This is an optimization exercise on Yosys and OpenROAD, whose aim is small area, not a production implementation.
RTL that was checked went through simulation tests only; none was proved equivalent to the original.

==> inputs of job 1360 <==
==> flow/design.v (excerpt) <==
module top_given(clk, rst_n, RXD, TXD);
    input clk;
    input rst_n;
    input RXD;
    output reg TXD;
    localparam RX = 2'd0, TX0 = 2'd1, TX2 = 2'd3;
    reg [8:0] c;
    reg [3:0] j;
    reg [1:0] f;
    wire tx = |f;
    wire j15 = (j == 4'd15);
    wire pulse = c[8] & c[7] & c[5] & c[4] & c[0];     
    wire last = tx ? (j == 4'd9) : (j == 4'd7);
    wire hold = (f == RX) && j15 && c[7] && c[6] && c[5] && RXD;
    always @(posedge clk or negedge rst_n) begin
        if (!rst_n) begin
            c <= 9'd0;
            j <= 4'd15;
            f <= RX;
        end else begin
            c <= pulse ? (last ? (tx ? 9'd213 : 9'd192) : 9'd0) : c + {8'd0, !hold};
            if (pulse) j <= last ? 4'd15 : j + 1'b1;
            if (pulse && last) f <= f + 1'b1;
        end
    end
    reg [2:0] phi;
    always @(posedge clk) phi <= phi + 1'b1;
    reg [63:0] r;
    wire clr = (f == RX) && j15 && (c[8:6] == 3'd0);
    wire chain = clr || ((f == RX) && j15 && (c[8:3] == 6'd27));
    wire ins0 = chain || ((f == RX) && (c[8:3] == 6'd53) && (phi == j[2:0]));
    integer k;
    always @(posedge clk) begin
        for (k = 0; k < 8; k = k + 1)
  ...
==> module top_given, before the edit <==
module top_given(clk, rst_n, RXD, TXD);
    input clk;
    input rst_n;
    input RXD;
    output reg TXD;
    localparam RX = 2'd0, TX0 = 2'd1, TX2 = 2'd3;
    reg [8:0] c;
    reg [3:0] j;
    reg [1:0] f;
    wire tx = |f;
    wire j15 = (j == 4'd15);
    wire pulse = c[8] & c[7] & c[5] & c[4] & c[0];     
    wire last = tx ? (j == 4'd9) : (j == 4'd7);
    wire hold = (f == RX) && j15 && c[7] && c[6] && c[5] && RXD;
    always @(posedge clk or negedge rst_n) begin
        if (!rst_n) begin
            c <= 9'd0;
            j <= 4'd15;
            f <= RX;
        end else begin
            c <= pulse ? (last ? (tx ? 9'd213 : 9'd192) : 9'd0) : c + {8'd0, !hold};
            if (pulse) j <= last ? 4'd15 : j + 1'b1;
            if (pulse && last) f <= f + 1'b1;
        end
    end
    reg [2:0] phi;
    always @(posedge clk) phi <= phi + 1'b1;
    reg [63:0] r;
    wire clr = (f == RX) && j15 && (c[8:6] == 3'd0);
    wire chain = clr || ((f == RX) && j15 && (c[8:3] == 6'd27));
    wire ins0 = chain || ((f == RX) && (c[8:3] == 6'd53) && (phi == j[2:0]));
    integer k;
    always @(posedge clk) begin
        for (k = 0; k < 8; k = k + 1)
            r[k*8 +: 7] <= r[k*8+1 +: 7];
        r[7] <= ins0 ? ((RXD & !chain) ^ (&phi)) : r[0];
        for (k = 1; k < 8; k = k + 1)
            r[k*8+7] <= chain ? r[(k-1)*8] : r[k*8];
    end
    wire [3:0] tapA = {r[3*8+1], r[2*8+3], r[1*8+5], r[0*8+0]};
    wire [3:0] tapB = {r[4*8+1], r[5*8+3], r[6*8+5], r[7*8+0]};
    wire [3:0] col = c[7:4];
    wire       rho = c[3];
    wire [2:0] psi = phi - col[2:0];
    reg        pres;
    reg  [1:0] q;
    reg  [2:0] s;
    always @(*) begin
        pres = 1'b0; q = 2'd0; s = 3'd0;
        case ({rho, psi})
            4'b0_000: begin pres = 1'b1; q = 2'd0; s = 3'd0; end
            4'b1_000: begin pres = 1'b1; q = 2'd2; s = 3'd5; end
            4'b0_010: begin pres = 1'b1; q = 2'd2; s = 3'd3; end
            4'b1_010: begin pres = 1'b1; q = 2'd3; s = 3'd5; end
            4'b0_011: begin pres = 1'b1; q = 2'd1; s = 3'd0; end
            4'b1_011: begin pres = 1'b1; q = 2'd3; s = 3'd4; end
            4'b0_100: begin pres = 1'b1; q = 2'd2; s = 3'd1; end
            4'b1_100: begin pres = 1'b1; q = 2'd3; s = 3'd3; end
            4'b0_101: begin pres = 1'b1; q = 2'd2; s = 3'd0; end
            4'b1_101: begin pres = 1'b1; q = 2'd3; s = 3'd2; end
            4'b0_110: begin pres = 1'b1; q = 2'd0; s = 3'd2; end
            4'b1_110: begin pres = 1'b1; q = 2'd3; s = 3'd1; end
            4'b0_111: begin pres = 1'b1; q = 2'd1; s = 3'd4; end
            4'b1_111: begin pres = 1'b1; q = 2'd3; s = 3'd0; end
            default: ;
        endcase
    end
    wire valid = pres && ((col[2:0] >= s) ^ col[3]);
    wire bA = valid & tapA[q];
    wire bB = valid & tapB[q];
    reg  [5:0] a;
    wire [5:0] v = a + bA + bB;
    wire colend = (c[3:0] == 4'd15);
    always @(posedge clk) begin
        if (c[8])
            a <= 6'd0;
        else if (colend)
            a <= {1'b0, v[5:1]};
        else
            a <= v;
    end
    wire [3:0] target = {f != TX2, (f == TX0) ? 3'd7 : j[2:0]};
    reg ybit;
    always @(posedge clk) begin
        if (!c[8] && colend && (col == target))
            ybit <= v[0] ^ (&col);
    end
    always @(posedge clk or negedge rst_n) begin
        if (!rst_n)
            TXD <= 1'b1;
        else if (tx && pulse)
            TXD <= (j == 4'd15) ? 1'b0 : (j[3] ? 1'b1 : ybit);
    end
endmodule
clock: 20.0 ns
lec_check: 0
cap_margin: 20
core_margin: 2
core_utilization: 40
place_density: 0.6
slew_margin: 20
standard.sh (not shown) runs the stock make flow with config.mk's settings and CLKGATE_MAP_FILE= SYNTH_SCRIPT=/design/flow/synth_recipe.tcl, a recipe that flattens the netlist after the stock synthesis.
==> flow/flow/run.sh <==
#!/bin/bash
# The standard ORFS layout with two changes:
#  - after the standard synthesis (unchanged), OpenROAD's restructure remaps
#    the combinational logic for area (flow/restructure.tcl);
#  - clock tree synthesis adds no dummy load cells.
# Each step's full output goes to its own log in this folder.
set -euo pipefail
export CTS_ARGS="-sink_clustering_enable -repair_clock_nets -dont_use_dummy_load"
bash standard.sh synth > synth.log 2>&1
bash standard.sh run RUN_SCRIPT="$PWD/flow/restructure.tcl" RUN_LOG_NAME_STEM=1_4_restructure > restructure.log 2>&1
bash standard.sh > standard.log 2>&1
==> flow/flow/filter_lib.py <==
#!/usr/bin/env python3
"""Copy a Liberty file without the cells whose names match any of the given
patterns (the platform's don't-use list), so that restructure cannot map to
them. usage: filter_lib.py IN OUT PATTERN..."""
import fnmatch
import re
import sys

src, dst, pats = sys.argv[1], sys.argv[2], sys.argv[3:]
text = open(src).read()
out = []
pos = 0
cell_re = re.compile(r'^\s*cell\s*\(\s*"?([A-Za-z0-9_]+)"?\s*\)\s*\{', re.M)
dropped = []
for m in cell_re.finditer(text):
    if m.start() < pos:
        continue
    name = m.group(1)
    if not any(fnmatch.fnmatchcase(name, p) for p in pats):
        continue
    # find the matching closing brace of this cell group
    depth = 0
    i = m.end() - 1
    while True:
        ch = text[i]
        if ch == '{':
            depth += 1
        elif ch == '}':
            depth -= 1
            if depth == 0:
                break
        i += 1
    out.append(text[pos:m.start()])
    pos = i + 1
    dropped.append(name)
out.append(text[pos:])
open(dst, 'w').write(''.join(out))
print(f"dropped {len(dropped)} cells: {' '.join(dropped)}")
==> flow/flow/restructure.tcl <==
# Area recovery on the standard synthesis netlist: OpenROAD's restructure
# (ABC with an area target) remaps the combinational logic between the
# registers. Registers, their names and cell types are left as they are.
source $::env(SCRIPTS_DIR)/load.tcl
load_design 1_synth.odb 1_synth.sdc
set_dont_use $::env(DONT_USE_CELLS)
puts "before restructure:"
report_design_area
file mkdir $::env(RESULTS_DIR)/rmp
# restructure hands ABC the whole Liberty file; drop the don't-use cells first
set lib $::env(RESULTS_DIR)/rmp/restructure.lib
puts [exec python3 [file dirname [info script]]/filter_lib.py [lindex $::env(LIB_FILES) 0] $lib {*}$::env(DONT_USE_CELLS)]
restructure -target area \
  -liberty_file $lib \
  -tielo_port sky130_fd_sc_hd__conb_1/LO \
  -tiehi_port sky130_fd_sc_hd__conb_1/HI \
  -work_dir $::env(RESULTS_DIR)/rmp
puts "after restructure:"
report_design_area
write_db $::env(RESULTS_DIR)/1_synth.odb
==> job 8132 (differences from job 1360) <==
--- a/flow/design.v
+++ b/flow/design.v
@@ -5,11 +5,11 @@
     output reg TXD;
-    localparam RX = 2'd0, TX0 = 2'd1, TX2 = 2'd3;
+    localparam IDLE = 3'd0, RX = 3'd1, TX0 = 3'd4, TX1 = 3'd5, TX2 = 3'd6;
     reg [8:0] c;
     reg [3:0] j;
-    reg [1:0] f;
-    wire tx = |f;
-    wire j15 = (j == 4'd15);
+    reg [2:0] f;
+    reg       cleared;
+    wire tx = f[2];
     wire pulse = c[8] & c[7] & c[5] & c[4] & c[0];     
-    wire last = tx ? (j == 4'd9) : (j == 4'd7);
-    wire hold = (f == RX) && j15 && c[7] && c[6] && c[5] && RXD;
+    wire restart = ((f == RX) && (j == 4'd8) && c[3]) ||   
+                   (tx && (j == 4'd10) && c[0]);           
     always @(posedge clk or negedge rst_n) begin
@@ -18,7 +18,26 @@
             j <= 4'd15;
-            f <= RX;
+            f <= IDLE;
+            cleared <= 1'b0;
+        end else if (f == IDLE) begin
+            if (!cleared) begin
+                c <= c + 1'b1;
+                if (c[6]) cleared <= 1'b1;
+            end else if (RXD) begin
+                c <= 9'd210;
+            end else begin
+                c <= c + 1'b1;
+                if (c[2] & c[1]) f <= RX;    
+            end
+        end else if (restart) begin
+            c <= 9'd215;
+            j <= 4'd15;
+            case (f)
+                RX:  f <= TX0;
+                TX0: f <= TX1;
+                TX1: f <= TX2;
+                default: f <= IDLE;
+            endcase
         end else begin
-            c <= pulse ? (last ? (tx ? 9'd213 : 9'd192) : 9'd0) : c + {8'd0, !hold};
-            if (pulse) j <= last ? 4'd15 : j + 1'b1;
-            if (pulse && last) f <= f + 1'b1;
+            c <= pulse ? 9'd0 : c + 1'b1;
+            if (pulse) j <= j + 1'b1;
         end
@@ -28,4 +47,3 @@
     reg [63:0] r;
-    wire clr = (f == RX) && j15 && (c[8:6] == 3'd0);
-    wire chain = clr || ((f == RX) && j15 && (c[8:3] == 6'd27));
+    wire chain = !cleared || ((f == RX) && (j == 4'd15) && (c[8:3] == 6'd27));
     wire ins0 = chain || ((f == RX) && (c[8:3] == 6'd53) && (phi == j[2:0]));
@@ -35,3 +53,3 @@
             r[k*8 +: 7] <= r[k*8+1 +: 7];
-        r[7] <= ins0 ? ((RXD & !chain) ^ (&phi)) : r[0];
+        r[7] <= ins0 ? (RXD & cleared) : r[0];
         for (k = 1; k < 8; k = k + 1)
@@ -39,4 +57,4 @@
     end
-    wire [3:0] tapA = {r[3*8+1], r[2*8+3], r[1*8+5], r[0*8+0]};
-    wire [3:0] tapB = {r[4*8+1], r[5*8+3], r[6*8+5], r[7*8+0]};
+    wire [3:0] tapA = {r[3*8+1], r[2*8+3], r[1*8+1], r[0*8+0]};
+    wire [3:0] tapB = {r[4*8+1], r[5*8+3], r[6*8+1], r[7*8+0]};
     wire [3:0] col = c[7:4];
@@ -54,3 +72,3 @@
             4'b1_010: begin pres = 1'b1; q = 2'd3; s = 3'd5; end
-            4'b0_011: begin pres = 1'b1; q = 2'd1; s = 3'd0; end
+            4'b0_011: begin pres = 1'b1; q = 2'd1; s = 3'd4; end
             4'b1_011: begin pres = 1'b1; q = 2'd3; s = 3'd4; end
@@ -62,3 +80,3 @@
             4'b1_110: begin pres = 1'b1; q = 2'd3; s = 3'd1; end
-            4'b0_111: begin pres = 1'b1; q = 2'd1; s = 3'd4; end
+            4'b0_111: begin pres = 1'b1; q = 2'd1; s = 3'd0; end
             4'b1_111: begin pres = 1'b1; q = 2'd3; s = 3'd0; end
@@ -67,5 +85,7 @@
     end
-    wire valid = pres && ((col[2:0] >= s) ^ col[3]);
-    wire bA = valid & tapA[q];
-    wire bB = valid & tapB[q];
+    wire [4:0] bidx = {1'b0, col} - {2'b0, s};
+    wire valid = pres && !bidx[4] && !bidx[3];
+    wire inv = (bidx[2:0] == 3'd7);
+    wire bA = valid & (tapA[q] ^ inv);
+    wire bB = valid & (tapB[q] ^ inv);
     reg  [5:0] a;
==> flow/run.sh (new file) <==
#!/bin/bash
# synth_recipe.tcl (not shown) runs the flow's synth.tcl, then flattens the netlist and writes it again
# the make line also repeats each setting of config.mk as NAME=value (left out here)
make -C /OpenROAD-flow-scripts/flow DESIGN_CONFIG=/design/flow/config.mk WORK_HOME=/design/flow/orfs CLKGATE_MAP_FILE= SYNTH_SCRIPT=/design/flow/synth_recipe.tcl finish
removed: flow/flow/run.sh
removed: flow/flow/filter_lib.py
removed: flow/flow/restructure.tcl
removed: flow/standard.sh
==> job 4758 (differences from job 1360) <==
--- a/flow/design.v
+++ b/flow/design.v
@@ -12,3 +12,4 @@
     wire pulse = c[8] & c[7] & c[5] & c[4] & c[0];     
-    wire last = tx ? (j == 4'd9) : (j == 4'd7);
+    wire restart = ((f == RX) && (j == 4'd8) && c[4] && c[2] && c[1]) ||   
+                   (tx && (j == 4'd10) && c[0]);                           
     wire hold = (f == RX) && j15 && c[7] && c[6] && c[5] && RXD;
@@ -20,5 +21,5 @@
         end else begin
-            c <= pulse ? (last ? (tx ? 9'd213 : 9'd192) : 9'd0) : c + {8'd0, !hold};
-            if (pulse) j <= last ? 4'd15 : j + 1'b1;
-            if (pulse && last) f <= f + 1'b1;
+            c <= restart ? 9'd215 : pulse ? 9'd0 : c + {8'd0, !hold};
+            if (restart) j <= 4'd15; else if (pulse) j <= j + 1'b1;
+            if (restart) f <= f + 1'b1;
         end
==> flow/flow/run.sh (replaced) <==
#!/bin/bash
# Standard ORFS layout, with clock tree synthesis told not to add dummy
# load cells and to use small clock buffers.
set -euo pipefail
export CTS_ARGS="-sink_clustering_enable -repair_clock_nets -dont_use_dummy_load -root_buf sky130_fd_sc_hd__clkbuf_8 -buf_list sky130_fd_sc_hd__clkbuf_4"
bash standard.sh > standard.log 2>&1
- CORE_UTILIZATION: 40 -> 70
- PLACE_DENSITY: 0.6 -> 0.85
removed: flow/flow/filter_lib.py
removed: flow/flow/restructure.tcl
==> impl_results.md <==
- Seq/total area: a little under three fifths
- # nets final: around 280
- Total routed wirelength: 5009 um
- Vias in the first global route: 1,664
- P_comb: between 0.001 and 0.0015 mW
- Mapped Area: approximately 3100 sq um
- CP Launch Point: RXD
- Total number of vias: 1,799
- Non-clk bufs: 3
- Critical path's slowest cell: clkdlybuf4s50_1
- Outcome: no timing/DRC/antenna violations
- Worst Skew: 25.16 ps
-- figures above: job 4758

==> impl_results.md <==
- # nets final: 297
- Vias in the first global route: 1,870
- Total routed wirelength: between 5000 and 6000 um
- Mapped Area: 3269 sq um
- P_comb: ~0.15 mW
- Non-clk bufs: 4
- Total number of vias: ~1,900
- Outcome: no timing/DRC/antenna violations
-- figures above: job 8132

==> impl_results.md <==
- Outcome: no timing/DRC/antenna violations
- Total routed wirelength: 4784 um
- Seq/total area: around three fifths
- Total number of vias: between 1,500 and 2,000
- # nets final: 283
- Critical path's slowest cell: clkdlybuf4s50_1
- P_comb: a little over 0.001 mW
- Starting Density: 41.97%
- Mapped Area: 2883 sq um
- CP Launch Point: RXD
- Worst Skew: between 30 and 40 ps
-- figures above: job 1360

The RTL of job 4758 was laid out without a check of its function.

-- re-timing with driven ports --
How much do the figures lean on ideal ports? The routed layouts below were timed once more, with nothing changed but the port constraints. Step 1 assumes that a clkbuf_16 drives the clock port and a buf_2 every other input. Step 2 also shifts input and output timing later by t, the mid clock arrival at the registers, as if the neighbouring blocks saw the same clock. a / b / c = ideal ports / drivers / drivers and shift; a / b = the first two.
run	t, ns	setup slack, ns	worst hold slack (ns)	worst setup path at the end	latest minus earliest clock arrival (ns)
job 1360	0.366	14.478 / 14.487 / 14.121	0.315 / 0.315 / 0.315	input to register	0.033 / 0.034
job 8132	0.387	14.592 / 14.560 / 14.814	0.327 / 0.327 / 0.327	input to register	0.012 / 0.011
job 4758	0.368	14.612 / 14.596 / 14.251	0.308 / 0.308 / 0.308	input to register	0.025 / 0.025
After both steps every run listed still meets setup and hold. The setup slack of job 4758, which loses most, moves by -0.016 ns with the drivers and by -0.361 ns with both steps.
